What follows belongs to an exercise in optimizing a design on an open flow for small area; a production flow would make more cautious choices.
In this exercise RTL edits were held to simulation tests only and were not proved equivalent to the original.
Power figures rest on the tool's default switching activity, not on a simulated workload.

## Datapath
module Datapath(
    input clk,
    input rst,
    input [15:0] gpio_in,
    output [15:0] gpio_out,
    output [15:0] imem_addr,
    input  [15:0] imem_rdata,
    output        dmem_en,
    output        dmem_we,
    output [15:0] dmem_addr,
    output [15:0] dmem_wdata,
    input  [15:0] dmem_rdata
);
Size in the first run: roughly 2500 cells after synthesis, ~290 flip-flops.
==> flow/config.mk <==
export PLATFORM = sky130hd
export DESIGN_NAME = Datapath
export DESIGN_NICKNAME = Datapath
export VERILOG_FILES = /design/flow/design.v
export SDC_FILE = /design/flow/constraint.sdc
export NUM_CORES = 4
export LEC_CHECK = 0
export ABC_AREA = 1
export CAP_MARGIN = 20
export CORE_MARGIN = 2
export CORE_UTILIZATION = 55
export CTS_BUF_LIST = sky130_fd_sc_hd__clkbuf_8
export CTS_CLUSTER_DIAMETER = 200
export CTS_CLUSTER_SIZE = 12
export GPL_TIMING_DRIVEN = 0
export SLEW_MARGIN = 20
==> flow/constraint.sdc <==
create_clock -name core_clock -period 45.0 [get_ports {clk}]
set_input_delay 9.0000 -clock core_clock [delete_from_list [all_inputs] [get_ports {clk}]]
set_output_delay 9.0000 -clock core_clock [all_outputs]
set_load 0.01 [all_outputs]
standard.sh (not shown) runs the stock make flow with config.mk's settings and CLKGATE_MAP_FILE= SYNTH_SCRIPT=/design/flow/synth_recipe.tcl, a recipe that flattens the netlist after the stock synthesis.
==> flow/flow/run.sh <==
#!/bin/bash
# The standard layout with these changes:
#  - synthesis is the standard flow's own script (synth_recipe.tcl and ORFS's synth.tcl),
#    except that ABC maps the logic with flow/area.script (area-oriented
#    mapping) instead of ORFS's script, and ORFS's full-adder extraction is
#    off (ADDER_MAP_FILE empty), so ABC maps the adders too;
#  - ports are buffered with sky130_fd_sc_hd__buf_1.
# make/ORFS output goes to standard.log here (and to ORFS's logs/).
set -euo pipefail
W=$(pwd)
F=$W/flow
sed "s|log_cmd abc {\*}\$abc_args|log_cmd abc {*}[lreplace \$abc_args 1 1 $F/area.script]|" \
    "$FLOW_HOME/scripts/synth.tcl" > "$W/synth_custom.tcl"
grep -q "$F/area.script" "$W/synth_custom.tcl"
sed "s|\$::env(SCRIPTS_DIR)/synth.tcl|$W/synth_custom.tcl|" "$W/synth_recipe.tcl" > "$W/my_synth.tcl"
grep -q "synth_custom.tcl" "$W/my_synth.tcl"
bash "$W/standard.sh" SYNTH_SCRIPT="$W/my_synth.tcl" ADDER_MAP_FILE= \
    "BUFFER_PORTS_ARGS=-buffer_cell sky130_fd_sc_hd__buf_1" finish > "$W/standard.log" 2>&1
==> flow/flow/area.script <==
strash
dch
map -a
topo
stime -c
The baseline completed without violations.
Change:
==> flow/flow/area.script (replaced) <==
strash
dch
map -a
topo
upsize -c
dnsize -c
stime -c
CORE_UTILIZATION = 70   (was 55)
GPL_TIMING_DRIVEN = unset   (was 0)
Effect:
- routed wire length goes down slightly
- setup slack gains 0.93 ns
- non-clock buffer count falls by 35
- final cell count went down by a few percent
- flip-flop and latch count is unchanged
- cell area goes down by a few percent
- total power drops slightly
Change:
==> flow/flow/area.script (replaced) <==
strash
dch
map -a
topo
stime -c
CORE_UTILIZATION = 55   (was 70)
=>
- routed wire length goes up by a few percent
- final area is higher slightly
- clock-buffer cell count grows by 3
- total power goes up slightly
- first-iteration DRC count is lower by well over a third
- global-route usage went down by 9.6 points
- worst setup slack got worse by 0.63 ns
- combinational power barely changes
- synthesized area went down slightly
- sequential share of layout area fell by 0.59 points
Change:
--- a/flow/flow/run.sh
+++ b/flow/flow/run.sh
@@ -7 +7,2 @@
-#  - ports are buffered with sky130_fd_sc_hd__buf_1.
+#  - ports are buffered with sky130_fd_sc_hd__buf_1;
+#  - after global routing, non-critical cells are downsized (RECOVER_POWER).
@@ -17 +18 @@
-bash "$W/standard.sh" SYNTH_SCRIPT="$W/my_synth.tcl" ADDER_MAP_FILE= \
+bash "$W/standard.sh" SYNTH_SCRIPT="$W/my_synth.tcl" ADDER_MAP_FILE= RECOVER_POWER=100 \
=> Now the flow ran to the end with violations: max-capacitance violations, max-slew violations. Synthesized area does not change. Combinational power hardly moves. Routed wire length stays flat. Setup slack degrades by 0.071 ns. Sequential share of layout area rises by 0.19 points. Maximum frequency is about the same.
Change:
--- a/flow/flow/run.sh
+++ b/flow/flow/run.sh
@@ -7,2 +7 @@
-#  - ports are buffered with sky130_fd_sc_hd__buf_1;
-#  - after global routing, non-critical cells are downsized (RECOVER_POWER).
+#  - ports are buffered with sky130_fd_sc_hd__buf_1.
@@ -18 +17 @@
-bash "$W/standard.sh" SYNTH_SCRIPT="$W/my_synth.tcl" ADDER_MAP_FILE= RECOVER_POWER=100 \
+bash "$W/standard.sh" SYNTH_SCRIPT="$W/my_synth.tcl" ADDER_MAP_FILE= \
==> flow/flow/area.script (replaced) <==
strash
dch
map -a
topo
buffer -c
upsize -c
dnsize -c
stime -c
=>
- The changed run completed without violations
- count of clock-buffer cells in the layout went down by 2
- total power is higher by 2.0%
- sequential power hardly moves
- design area rose by about 1.9%
- register-to-register slack gains 0.93 ns
- first-iteration DRC count decreases by about 12%
Change:
==> flow/flow/area.script (replaced) <==
strash
dch
map -a
topo
upsize -c
dnsize -c
stime -c
=> The new run finished clean; count of clock-buffer cells in the layout falls by 1; cell area falls by 2.1%; utilization rises by 2.0 points; maximum frequency falls by 2.0%; setup slack loses 0.84 ns; total power falls by 2.4%; wire length rises by 2.0%; clock skew rises by 0.047 ns.

## run 1
Another version of the RTL of Datapath (not shown whole).
Size: about 290 flip-flops.
clock: 45.0 ns
lec_check: 0
abc_area: 1
cap_margin: 20
core_margin: 2
core_utilization: 55
cts_buf_list: sky130_fd_sc_hd__clkbuf_8
cts_cluster_diameter: 200
cts_cluster_size: 12
slew_margin: 20
==> flow/flow/run.sh <==
#!/bin/bash
# The standard layout with these changes:
#  - synthesis is the standard flow's own script (synth_recipe.tcl and ORFS's synth.tcl),
#    except that ABC maps the logic with flow/area.script (area-oriented
#    mapping) instead of ORFS's script, and ORFS's full-adder extraction is
#    off (ADDER_MAP_FILE empty), so ABC maps the adders too;
#  - ports are buffered with sky130_fd_sc_hd__buf_1.
# make/ORFS output goes to standard.log here (and to ORFS's logs/).
set -euo pipefail
W=$(pwd)
F=$W/flow
sed "s|log_cmd abc {\*}\$abc_args|log_cmd abc {*}[lreplace \$abc_args 1 1 $F/area.script]|" \
    "$FLOW_HOME/scripts/synth.tcl" > "$W/synth_custom.tcl"
grep -q "$F/area.script" "$W/synth_custom.tcl"
sed "s|\$::env(SCRIPTS_DIR)/synth.tcl|$W/synth_custom.tcl|" "$W/synth_recipe.tcl" > "$W/my_synth.tcl"
grep -q "synth_custom.tcl" "$W/my_synth.tcl"
bash "$W/standard.sh" SYNTH_SCRIPT="$W/my_synth.tcl" ADDER_MAP_FILE= \
    "BUFFER_PORTS_ARGS=-buffer_cell sky130_fd_sc_hd__buf_1" finish > "$W/standard.log" 2>&1
==> flow/flow/area.script <==
strash
&get -n
&dch -f
&nf -R 1000
&put
strash
&get -n
&dch -f
&nf -R 1000
&put
strash
&get -n
&dch -f
&nf -R 1000
&put
strash
&get -n
&dch -f
&nf -R 1000
&put
topo
stime -c
Both conditions hold for run 1: the flow ran to the end and the final layout passed the timing, DRC and antenna checks.
Setup changes, run 1 to run 2
==> flow/flow/area.script <==
strash
dch
map -a
strash
dch
map -a
topo
stime -c
Results
Number of well taps, run 2 vs run 1: up by more than 10%. NOTE: wire length after detailed routing in run 2 exceeds that of run 1. Against run 1, run 2 reports a measured slew at the worst slew-check pin that is lower. In the tables for run 2 and run 1, final critical-path required period reads lower with run 2. In the flow results for run 2 and run 1, the first-pass detailed-route iteration total is larger on run 1. Final cell area: run 2 below run 1. Compared run 2 against run 1; clock power within noise. Diff run 1 -> run 2: utilization saw a decrease; simple-gate portion of the synthesized area saw an increase.
Input changes introduced in run 3 (baseline for comparison: run 2):
--- a/flow/flow/run.sh
+++ b/flow/flow/run.sh
@@ -5,5 +5,8 @@
 #    mapping) instead of ORFS's script, and ORFS's full-adder extraction is
 #    off (ADDER_MAP_FILE empty), so ABC maps the adders too;
-#  - ports are buffered with sky130_fd_sc_hd__buf_1.
+#  - ports are buffered with sky130_fd_sc_hd__buf_1;
+#  - buf_4 and larger plain buffers are added to the platform's don't-use
+#    list (make appends the platform's list to this one), so repairs use
+#    buf_1/buf_2.
 # make/ORFS output goes to standard.log here (and to ORFS's logs/).
 set -euo pipefail
@@ -15,4 +18,5 @@
 sed "s|\$::env(SCRIPTS_DIR)/synth.tcl|$W/synth_custom.tcl|" "$W/synth_recipe.tcl" > "$W/my_synth.tcl"
 grep -q "synth_custom.tcl" "$W/my_synth.tcl"
-bash "$W/standard.sh" SYNTH_SCRIPT="$W/my_synth.tcl" ADDER_MAP_FILE= \
+export DONT_USE_CELLS="sky130_fd_sc_hd__buf_4 sky130_fd_sc_hd__buf_6 sky130_fd_sc_hd__buf_8 sky130_fd_sc_hd__buf_12 sky130_fd_sc_hd__buf_16"
+bash "$W/standard.sh" SYNTH_SCRIPT="$W/my_synth.tcl" ADDER_MAP_FILE= "MIN_BUF_CELL_AND_PORTS=sky130_fd_sc_hd__buf_2 A X" \
     "BUFFER_PORTS_ARGS=-buffer_cell sky130_fd_sc_hd__buf_1" finish > "$W/standard.log" 2>&1
Run 3 vs run 2, via count went down by about 0.35%. Between run 2 and run 3, the instance area after placement does not differ in any meaningful way. Highest achievable clock rate deteriorates in run 3 relative to run 2. | first-pass iteration count of the detailed router | higher: run 2 |.
Here is what was changed in the inputs of run 4 compared with run 3.
==> flow/flow/run.sh <==
#!/bin/bash
# The standard layout with these changes:
#  - synthesis is the standard flow's own script (synth_recipe.tcl and ORFS's synth.tcl),
#    except that ABC maps the logic with flow/area.script (area-oriented
#    mapping) instead of ORFS's script, and ORFS's full-adder extraction is
#    off (ADDER_MAP_FILE empty), so ABC maps the adders too;
#  - ports are buffered with sky130_fd_sc_hd__buf_1.
# make/ORFS output goes to standard.log here (and to ORFS's logs/).
set -euo pipefail
W=$(pwd)
F=$W/flow
sed "s|log_cmd abc {\*}\$abc_args|log_cmd abc {*}[lreplace \$abc_args 1 1 $F/area.script]|" \
    "$FLOW_HOME/scripts/synth.tcl" > "$W/synth_custom.tcl"
grep -q "$F/area.script" "$W/synth_custom.tcl"
sed "s|\$::env(SCRIPTS_DIR)/synth.tcl|$W/synth_custom.tcl|" "$W/synth_recipe.tcl" > "$W/my_synth.tcl"
grep -q "synth_custom.tcl" "$W/my_synth.tcl"
bash "$W/standard.sh" SYNTH_SCRIPT="$W/my_synth.tcl" ADDER_MAP_FILE= \
    "BUFFER_PORTS_ARGS=-buffer_cell sky130_fd_sc_hd__buf_1" finish > "$W/standard.log" 2>&1
==> flow/flow/area.script <==
strash
&get -n
&dch -f
&nf -R 1000
&put
strash
&get -n
&dch -f
&nf -R 1000
&put
strash
&get -n
&dch -f
&nf -R 1000
&put
topo
stime -c
Notes after the runs:
Compared with run 3, run 4 has less setup slack.
Re part of the total power dissipated in the clock network: run 3 was higher than run 4.
Run 4 falls short of run 3 in power consumption.
The combinational fraction of design power number comes out lower for run 3 vs run 4.
Area enclosed by the die boundary, run 4 and run 3: lower on run 4

[static timing again, ports no longer ideal]
No port has a modelled driver above. Below, the same layouts with a new extraction and two added sets of constraints. Step 1 (the two cells are an assumption about what drives the block):
set clk [get_ports {clk}]
set_driving_cell -lib_cell sky130_fd_sc_hd__clkbuf_16 $clk
set_driving_cell -lib_cell sky130_fd_sc_hd__buf_2 [delete_from_list [all_inputs] $clk]
Step 2, shift: input delay + t, output delay - t, t = (earliest + latest rising clock arrival at the registers) / 2. This alone moves slack from input paths to output paths. a / b / c = ideal / step 1 / step 2; a / b = the first two.
run	t, ns	slack for setup (ns)	worst setup path after step 2
the first run of note 1	0.643	2.355 / 2.378 / 1.736	input to register
the second run of note 1	0.635	3.284 / 3.308 / 2.673	input to register
the third run of note 1	0.654	2.658 / 2.681 / 2.027	input to register
the fourth run of note 1	0.653	2.587 / 2.613 / 1.960	input to register
the fifth run of note 1	0.656	3.530 / 3.556 / 2.900	input to register
the sixth run of note 1	0.647	2.688 / 2.714 / 2.066	input to register
run 1	0.623	2.162 / 2.186 / 1.563	input to register
run 2	0.645	3.424 / 3.448 / 2.804	input to register
run 3	0.645	3.229 / 3.254 / 2.610	input to register
run 4	0.615	2.070 / 2.078 / 1.463	input to register
For the third run of note 1, which loses most, drivers alone change the setup slack by +0.023 ns; drivers and shift together by -0.631 ns.
